This is an optimization exercise on Yosys and OpenROAD, whose aim is small area, a short achievable clock period and few clock cycles, not a production implementation.
Function was checked by simulation only, so behaviour that the tests miss may differ from the original.
Power figures rest on the tool's default switching activity, not on a simulated workload.

==> run R <==
Design axi_stream_insert_header, start of the top module:
module axi_stream_insert_header #(
    parameter DATA_WD = 64,
    parameter DATA_BYTE_WD = DATA_WD / 8,
    parameter BYTE_CNT_WD = $clog2(DATA_BYTE_WD)
) (
    input                       clk             ,
    input                       rst_n           ,
    input                       valid_in        ,
    input [DATA_WD-1 : 0]       data_in         ,
    input [DATA_BYTE_WD-1 : 0]  keep_in         ,
    input                       last_in         ,
    output                      ready_in        ,
    output                      valid_out       ,
    output [DATA_WD-1 : 0]      data_out        ,
    output [DATA_BYTE_WD-1 : 0] keep_out        ,
    output                      last_out        ,
    input                       ready_out       ,
    input                       valid_insert    ,
    input [DATA_WD-1 : 0]       data_insert     ,
    input [DATA_BYTE_WD-1 : 0]  keep_insert     ,
    input [BYTE_CNT_WD : 0]     byte_insert_cnt ,
    output                      ready_insert
    );
    localparam NB = DATA_BYTE_WD;
    reg                 in_pkt ;  
    reg                 tail   ;  
    reg  [DATA_WD-1:0]  carry  ;  
    reg  [NB-1:0]       mask   ;  
    reg  [BYTE_CNT_WD-1:0] rot ;  
    reg  [NB-2:0]       keep_r ;  
    function [DATA_WD-1:0] rotr;
        input [DATA_WD-1:0] d;
        input integer       n;
        rotr = (d >> (n * 8)) | (d << (DATA_WD - n * 8));
    endfunction
    function [NB-1:0] rotk;
        input [NB-1:0] k;
        input integer  n;
  ...
export LEC_CHECK = 0
export CAP_MARGIN = 20
export CORE_MARGIN = 2
export CORE_UTILIZATION = 40
export PLACE_DENSITY = 0.6
export SLEW_MARGIN = 20
create_clock -name core_clock -period 5.0 [get_ports {clk}]
standard.sh (not shown) runs the stock make flow with config.mk's settings and CLKGATE_MAP_FILE= SYNTH_SCRIPT=/design/flow/synth_recipe.tcl, a recipe that flattens the netlist after the stock synthesis.
==> flow/flow/run.sh <==
#!/bin/bash
# The standard ORFS layout (standard.sh), with these changes:
# - synthesis maps the logic with an area-oriented ABC script (flow/area.abc);
#   registers, flattening and names are synth_recipe.tcl's, unchanged;
# - every port is buffered with the smallest buffer cell (the resizer may
#   still upsize it) instead of the default choice;
# - clock tree: clkbuf_8 buffers and no dummy loads;
# - timing repair up to CTS aims for PRE_MARGIN ns of setup slack on the worst
#   path only; after global routing it only repairs up to POST_MARGIN.
set -euo pipefail
W=$PWD
PRE_MARGIN=${PRE_MARGIN:-2.0}
POST_MARGIN=${POST_MARGIN:-1.8}
COMMON=(
  "SYNTH_SCRIPT=$W/flow/my_synth.tcl"
  "MY_ABC_SCRIPT=$W/flow/area.abc"
  "FLOW_SYNTH_TCL=$W/synth_recipe.tcl"
  "BUFFER_PORTS_ARGS=-buffer_cell sky130_fd_sc_hd__buf_1"
  "CTS_ARGS=-sink_clustering_enable -repair_clock_nets -dont_use_dummy_load -buf_list sky130_fd_sc_hd__clkbuf_8 -root_buf sky130_fd_sc_hd__clkbuf_8"
  "TNS_END_PERCENT=0"
)
bash standard.sh "${COMMON[@]}" "SETUP_SLACK_MARGIN=$PRE_MARGIN" cts > flow_to_cts.log 2>&1
bash standard.sh "${COMMON[@]}" "SETUP_SLACK_MARGIN=$POST_MARGIN" finish > flow_to_finish.log 2>&1
==> flow/flow/area.abc <==
strash
dch
map -a
amap
topo
stime -c
==> flow/flow/my_synth.tcl <==
# The standard flow's synthesis script (synth_recipe.tcl), with ABC mapping the logic by
# the area-oriented script in MY_ABC_SCRIPT instead of ORFS's own script.
proc abc {args} {
  set i [lsearch -exact $args -script]
  if { $i >= 0 } { lset args [expr { $i + 1 }] $::env(MY_ABC_SCRIPT) }
  set i [lsearch -exact $args -D]
  if { $i >= 0 } { set args [lreplace $args $i [expr { $i + 1 }]] }
  puts "abc (own script): $args"
  yosys abc {*}$args
}
source $::env(FLOW_SYNTH_TCL)
==> run D: changes against run R <==
--- a/flow/flow/run.sh
+++ b/flow/flow/run.sh
@@ -12,3 +12,3 @@
 PRE_MARGIN=${PRE_MARGIN:-2.0}
-POST_MARGIN=${POST_MARGIN:-1.8}
+POST_MARGIN=${POST_MARGIN:-0}
 COMMON=(
@@ -19,3 +19,3 @@
   "CTS_ARGS=-sink_clustering_enable -repair_clock_nets -dont_use_dummy_load -buf_list sky130_fd_sc_hd__clkbuf_8 -root_buf sky130_fd_sc_hd__clkbuf_8"
-  "TNS_END_PERCENT=0"
+  "TNS_END_PERCENT=5"
 )
Settings changed: CORE_UTILIZATION 40 to 55, PLACE_DENSITY 0.6 to 0.75.
==> run summary <==
Run R produced a clean layout. Run D finished clean.
Against run R, the combinational power of run D is lower by about 3%.
Of run D and run R, run D has the higher clock skew (gap 0.0090 ns).
Synthesized cell count is the same in run R and run D.
Of run R and run D, run R has the higher cell count (gap 4.5%, measured against run D).
Of run D and run R, run D has the higher global-route usage (gap 6.9 points).
Of run R and run D, run D has the higher fmax (gap about 1.5%, measured against run D).
In count of clock-buffer cells in the layout, run D and run R do not differ.
Testbench counts of run R, summed over its fixed seeds: cycles 11,954.
Testbench counts of run D, summed over its fixed seeds: cycles 11,954.

==> afterwards: timing with drivers on the ports <==
The results above use ideal ports. As a check the final layouts listed here were re-extracted and re-timed, cells and wires unchanged.
Step 1: set_driving_cell puts a clkbuf_16 on clk and a buf_2 on each other input, an assumption about the parent block.
Step 2 also shifts input and output timing later by t, the mid clock arrival at the registers, as if the neighbouring blocks saw the same clock.
Three values: ideal, step 1, step 2; two values: the first two.
| run | t, ns | setup slack, ns | worst register clock-pin slew, ns | worst slew at a driven data input, ns |
|---|---|---|---|---|
| run R | 0.395 | 1.829 / 1.800 / 1.563 | 0.09 / 0.09 | 0.06 |
| run D | 0.389 | 1.876 / 1.852 / 1.534 | 0.09 / 0.09 | 0.07 |
After both steps every run listed still meets setup and hold. For run D, which loses most, drivers alone change the setup slack by -0.024 ns; drivers and shift together by -0.342 ns.
